Context: an optimization exercise on an open-source flow, tuned for small area. The choices shown serve that exercise and are no tape-out recipe. In this exercise RTL edits were held to simulation tests only and were not proved equivalent to the original. No driver is modelled on the clock port, so clock power and skew are understated where the tree is cut down; a real chip needs a root buffer or a tree. Power is estimated from default activity; no workload was simulated.

== harbor ==
## pewpew
module pewpew (
	input clk,
	input rst,
	input RX,
	output TST1,
	output TST2,
	output TST3,
	output TST4,
	output TST5,
	output LED1,
	output LED2,
	output LED3,
	output LED4,
	output LED5
);
Size in the first run: about 800 cells after synthesis, ~13 I/O pins, ~6300 µm² of cells after synthesis.
clock: 10.0 ns
lec_check: 0
cap_margin: 20
core_margin: 2
core_utilization: 80
place_density: 0.85
slew_margin: 20
standard.sh (not shown) runs the stock make flow with config.mk's settings and CLKGATE_MAP_FILE= SYNTH_SCRIPT=/design/flow/synth_recipe.tcl, a recipe that flattens the netlist after the stock synthesis.
==> flow/flow/run.sh <==
#!/bin/bash
# Standard synthesis; then the combinational logic is re-mapped by ABC for
# area (registers, their names and cell types are kept as the standard
# synthesis made them); then the standard flow to placement with 1x port
# buffers; then a small balanced clock tree (flow/mcts.tcl) in place of the
# standard CTS step; then the standard flow from global routing to finish.
# If the re-mapped netlist misses timing before layout (ideal clock), the
# standard netlist is kept; if no clock tree meets the slew limit, the
# standard CTS step runs. Each tool's output goes to its own log here.
set -euo pipefail
R=orfs/results/$FLOW_PLATFORM/pewpew/base
LIB=$FLOW_HOME/platforms/sky130hd/lib/sky130_fd_sc_hd__tt_025C_1v80.lib
bash standard.sh synth > std_synth.log 2>&1
cp $R/1_2_yosys.v $R/1_2_yosys_std.v
python3 flow/softfa.py $R/1_2_yosys_std.v soft.v > softfa.log 2>&1
bash flow/resyn.sh soft.v resyn.v resyn.log
cat > sta_resyn.tcl <<EOT
read_liberty $LIB
read_verilog resyn.v
link_design $FLOW_TOP
read_sdc $FLOW_SDC
report_checks -path_delay max
report_worst_slack -max
EOT
sta -no_init -exit sta_resyn.tcl > sta_resyn.log 2>&1 || true
SLACK=$(grep -o "worst slack max [-0-9.]*" sta_resyn.log | awk '{print $4}')
echo "resyn slack: ${SLACK:-none}" > choice.log
if [[ -n "$SLACK" ]] && awk -v s="$SLACK" 'BEGIN{exit !(s >= 1.0)}'; then
	cp resyn.v $R/1_2_yosys.v
	echo "using resyn.v" >> choice.log
else
	echo "using the standard netlist" >> choice.log
fi
PB="BUFFER_PORTS_ARGS=-inputs -outputs -buffer_cell sky130_fd_sc_hd__buf_1"
bash standard.sh "$PB" place > std_place.log 2>&1
BEST=""; BESTA=1e9
for K in 5 8 12; do
	if MCTS_LIB=$LIB MCTS_IN=$R/3_place.odb MCTS_SDC=$R/3_place.sdc MCTS_OUT_ODB=mcts_$K.odb MCTS_OUT_SDC=mcts_$K.sdc \
		MCTS_K=$K MCTS_LEAF=sky130_fd_sc_hd__clkbuf_16 MCTS_ROOT=sky130_fd_sc_hd__clkbuf_8 MCTS_SLEW=0.100 \
		openroad -no_init -exit flow/mcts.tcl > mcts_$K.log 2>&1; then
		L=$(grep "mcts: K=" mcts_$K.log | tail -1)
		A=$(echo "$L" | sed 's/.*area=\([0-9.]*\).*/\1/')
		S=$(echo "$L" | sed 's/.*maxslew=\([0-9.]*\).*/\1/')
		H=$(grep -o "worst slack min [-0-9.]*" mcts_$K.log | awk '{print $4}')
		echo "K=$K area=$A slew=$S hold=$H" >> choice.log
		if awk -v a="$A" -v b="$BESTA" -v s="$S" -v h="$H" 'BEGIN{exit !(a < b && s <= 0.108 && h >= 0.05)}'; then
			BEST=$K; BESTA=$A
		fi
	fi
done
if [[ -n "$BEST" ]]; then
	echo "clock tree: K=$BEST" >> choice.log
	cp mcts_$BEST.odb $R/4_1_cts.odb
	cp mcts_$BEST.odb $R/4_cts.odb
	cp mcts_$BEST.sdc $R/4_cts.sdc
	touch $R/4_cts.sdc
else
	echo "clock tree: standard CTS" >> choice.log
	bash standard.sh "$PB" \
		"CTS_ARGS=-sink_clustering_enable -repair_clock_nets -dont_use_dummy_load -buf_list sky130_fd_sc_hd__clkbuf_8" \
		cts > std_cts.log 2>&1
fi
bash standard.sh "$PB" finish > std_finish.log 2>&1
==> flow/flow/resyn.sh <==
#!/bin/bash
# usage: resyn.sh IN.v OUT.v LOG
# Re-maps the combinational cells of a synthesized netlist with ABC for area.
# Flip-flops, tie cells and full adders (but fa_soft, see softfa.py) stay as they are.
set -euo pipefail
IN=$1; OUT=$2; LOG=$3
LIB=$FLOW_HOME/platforms/sky130hd/lib/sky130_fd_sc_hd__tt_025C_1v80.lib
TOP=${FLOW_TOP:-pewpew}
SCRIPT=${RESYN_SCRIPT:-"+strash;&get -n;&deepsyn -T 120;&put;dch;amap"}
DU=""
for c in $(grep -o "sky130_fd_sc_hd__probe[a-z_0-9]*\|sky130_fd_sc_hd__lpflow[a-z_0-9]*" $LIB | sort -u); do DU="$DU -dont_use $c"; done
KEEP=$(grep -o "cell *( *\"\?sky130_fd_sc_hd__[a-z0-9_]*" $LIB | sed 's/.*\(sky130_fd_sc_hd__\)/\1/' | grep -E "__(fa|df|edf|sdf|sedf|dl|conb|einv|ebuf|lpflow|probe|tap|fill|decap|diode)" | sort -u)
YS=resyn.ys
{
	echo "read_liberty -ignore_miss_func $LIB"
	echo "read_verilog $IN"
	echo "hierarchy -top $TOP"
	for k in $KEEP; do echo "setattr -mod -set keep_hierarchy 1 $k"; done
	echo "flatten"; echo "techmap"; echo "opt -fast"
	echo "opt_clean"
	echo "abc -liberty $LIB $DU -script \"$SCRIPT\""
	echo "opt_clean -purge"
	echo "hilomap -singleton -hicell sky130_fd_sc_hd__conb_1 HI -locell sky130_fd_sc_hd__conb_1 LO"
	echo "insbuf -buf sky130_fd_sc_hd__buf_1 A X"
	echo "opt_clean -purge"
	for k in $KEEP; do echo "blackbox $k"; done
	echo "stat -liberty $LIB $TOP"
	echo "select $TOP"
	echo "write_verilog -noattr -noexpr -nohex -nodec -selected $OUT"
} > $YS
yosys -s $YS > $LOG 2>&1
Other scripts of this flow, unchanged in this note and not shown: flow/flow/mcts.tcl, flow/flow/softfa.py
harbor: PASS, flow complete, no timing, DRC or antenna violations
#### Input delta (yarrow over harbor)
--- a/flow/flow/run.sh
+++ b/flow/flow/run.sh
@@ -14,0 +15 @@
+: > choice.log
@@ -16,2 +17,12 @@
-bash flow/resyn.sh soft.v resyn.v resyn.log
-cat > sta_resyn.tcl <<EOT
+for G in "1 2 3 4" "5 6 7 8"; do
+	for S in $G; do
+		mkdir -p resyn_$S
+		(cd resyn_$S && RESYN_SCRIPT="+strash;&get -n;&deepsyn -T 120 -S $S;&put;dch;amap" \
+			bash ../flow/resyn.sh ../soft.v resyn.v resyn.log) &
+	done
+	wait
+done
+BESTV=""; BESTA=1e9
+for S in 1 2 3 4 5 6 7 8; do
+	[[ -s resyn_$S/resyn.v ]] || continue
+	cat > resyn_$S/sta.tcl <<EOT
@@ -19 +30 @@
-read_verilog resyn.v
+read_verilog resyn_$S/resyn.v
@@ -25,6 +36,11 @@
-sta -no_init -exit sta_resyn.tcl > sta_resyn.log 2>&1 || true
-SLACK=$(grep -o "worst slack max [-0-9.]*" sta_resyn.log | awk '{print $4}')
-echo "resyn slack: ${SLACK:-none}" > choice.log
-if [[ -n "$SLACK" ]] && awk -v s="$SLACK" 'BEGIN{exit !(s >= 1.0)}'; then
-	cp resyn.v $R/1_2_yosys.v
-	echo "using resyn.v" >> choice.log
+	sta -no_init -exit resyn_$S/sta.tcl > resyn_$S/sta.log 2>&1 || true
+	SLACK=$(grep -o "worst slack max [-0-9.]*" resyn_$S/sta.log | awk '{print $4}')
+	A=$(grep "Chip area" resyn_$S/resyn.log | tail -1 | awk '{print $NF}')
+	echo "resyn seed $S: area ${A:-none} slack ${SLACK:-none}" >> choice.log
+	if [[ -n "$SLACK" && -n "$A" ]] && awk -v s="$SLACK" -v a="$A" -v b="$BESTA" 'BEGIN{exit !(s >= 1.0 && a < b)}'; then
+		BESTV=resyn_$S/resyn.v; BESTA=$A
+	fi
+done
+if [[ -n "$BESTV" ]]; then
+	cp $BESTV $R/1_2_yosys.v
+	echo "using $BESTV" >> choice.log
@@ -37 +53 @@
-for K in 5 8 12; do
+for K in 4 5 6 8 10 12 16; do
## What came out
- Measured against each other, harbor and yarrow differ in worst setup slack, the higher figure coming from yarrow.
- When yarrow is set beside harbor, its internal reg-to-reg setup slack turns out to be 0.21 ns smaller.
- Wire length after detailed routing: yarrow > harbor
- Between harbor and yarrow, the fraction of area in registers does not differ in any meaningful way.
- Relative to harbor, final critical-path share of the clock period decreased by 3.7 points in yarrow.
- yarrow: met3 demand-to-capacity share in global routing is 0.81 points higher than what harbor reported.
Relative to yarrow, the following input files were edited for onyx:
--- a/flow/flow/run.sh
+++ b/flow/flow/run.sh
@@ -17,7 +17,4 @@
-for G in "1 2 3 4" "5 6 7 8"; do
-	for S in $G; do
-		mkdir -p resyn_$S
-		(cd resyn_$S && RESYN_SCRIPT="+strash;&get -n;&deepsyn -T 120 -S $S;&put;dch;amap" \
-			bash ../flow/resyn.sh ../soft.v resyn.v resyn.log) &
-	done
-	wait
+for S in 1 2 3 4; do
+	mkdir -p resyn_$S
+	(cd resyn_$S && RESYN_SCRIPT="+strash;&get -n;&deepsyn -T 120 -S $S;&put;amap;strash;amap" \
+		bash ../flow/resyn.sh ../soft.v resyn.v resyn.log) &
@@ -24,0 +22 @@
+wait
@@ -26 +24 @@
-for S in 1 2 3 4 5 6 7 8; do
+for S in 1 2 3 4; do
--- a/flow/flow/resyn.sh
+++ b/flow/flow/resyn.sh
@@ -9 +9 @@
-SCRIPT=${RESYN_SCRIPT:-"+strash;&get -n;&deepsyn -T 120;&put;dch;amap"}
+SCRIPT=${RESYN_SCRIPT:-"+strash;&get -n;&deepsyn -T 120;&put;amap;strash;amap"}
Notes after the runs:
Global-route usage over all layers, yarrow and onyx: smaller value in yarrow. Buffer and inverter count on the worst path on onyx is down relative to yarrow. When the final numbers for yarrow and onyx were put side by side, the share of the cycle needed by the critical path after routing turned out to be smaller in yarrow. onyx vs yarrow — total die area dropped about 1%. Going from yarrow to onyx, the post-layout instance area was found to have gone down by about 0.7%. Relative to yarrow, the via count of the first global-routing pass of onyx is higher by 62. Diff yarrow -> onyx: first-iteration DRC count lower, clock input transition at the sequential cells of the worst setup and hold paths higher. The footprint of the multi-input gates reported for onyx is smaller than that of yarrow by 1.9%.
> inputs changed (onyx -> violet)
--- a/flow/flow/run.sh
+++ b/flow/flow/run.sh
@@ -19 +19 @@
-	(cd resyn_$S && RESYN_SCRIPT="+strash;&get -n;&deepsyn -T 120 -S $S;&put;amap;strash;amap" \
+	(cd resyn_$S && RESYN_SCRIPT="+strash;&get -n;&deepsyn -T 120 -S $S;&put;dch;amap" \
@@ -51 +51 @@
-for K in 4 5 6 8 10 12 16; do
+for K in 5 8 12; do
--- a/flow/flow/resyn.sh
+++ b/flow/flow/resyn.sh
@@ -9 +9 @@
-SCRIPT=${RESYN_SCRIPT:-"+strash;&get -n;&deepsyn -T 120;&put;amap;strash;amap"}
+SCRIPT=${RESYN_SCRIPT:-"+strash;&get -n;&deepsyn -T 120;&put;dch;amap"}
Notes after the runs:
Number of cells after detailed placement: violet > onyx. Compared with onyx, via count of the first global-routing pass in violet decreased by a few percent. violet — sequential share of layout area 0.31 points lower, onyx as reference. onyx → violet: synthesized area climbed 69 µm², number of buffers added on ports barely changed, register share of total power climbed 0.3 points, die area climbed 90 µm². Worst setup skew after layout, violet and onyx: lower on violet. violet: wire length is about 3.5% lower than what onyx reported.
No run of this note takes its clock network from TritonCTS; it comes from the design's own scripts or RTL.

-- re-timing with driven ports --
How much do the figures lean on ideal ports? The routed layouts below were timed once more, with nothing changed but the port constraints.
Step 1, drivers: a clkbuf_16 drives clk and a buf_2 each remaining input, both assumed.
Step 2 times the ports against the registers' clock, not the clock port: input delays grow and output delays shrink by t, the midpoint of the rising clock arrivals with the driver on.
Three values: ideal, step 1, step 2; two values: the first two.
run	t (ns)	slack for setup (ns)	latest minus earliest clock arrival (ns)	cell pins on the clock port's net
harbor	0.558	1.118 / 1.084 / 1.642	0.029 / 0.030	1
yarrow	0.560	1.484 / 1.448 / 2.009	0.032 / 0.031	1
onyx	0.746	0.728 / 0.699 / 1.445	0.032 / 0.031	1
violet	0.679	1.363 / 1.330 / 2.009	0.017 / 0.017	1
After both steps every run listed still meets setup and hold.
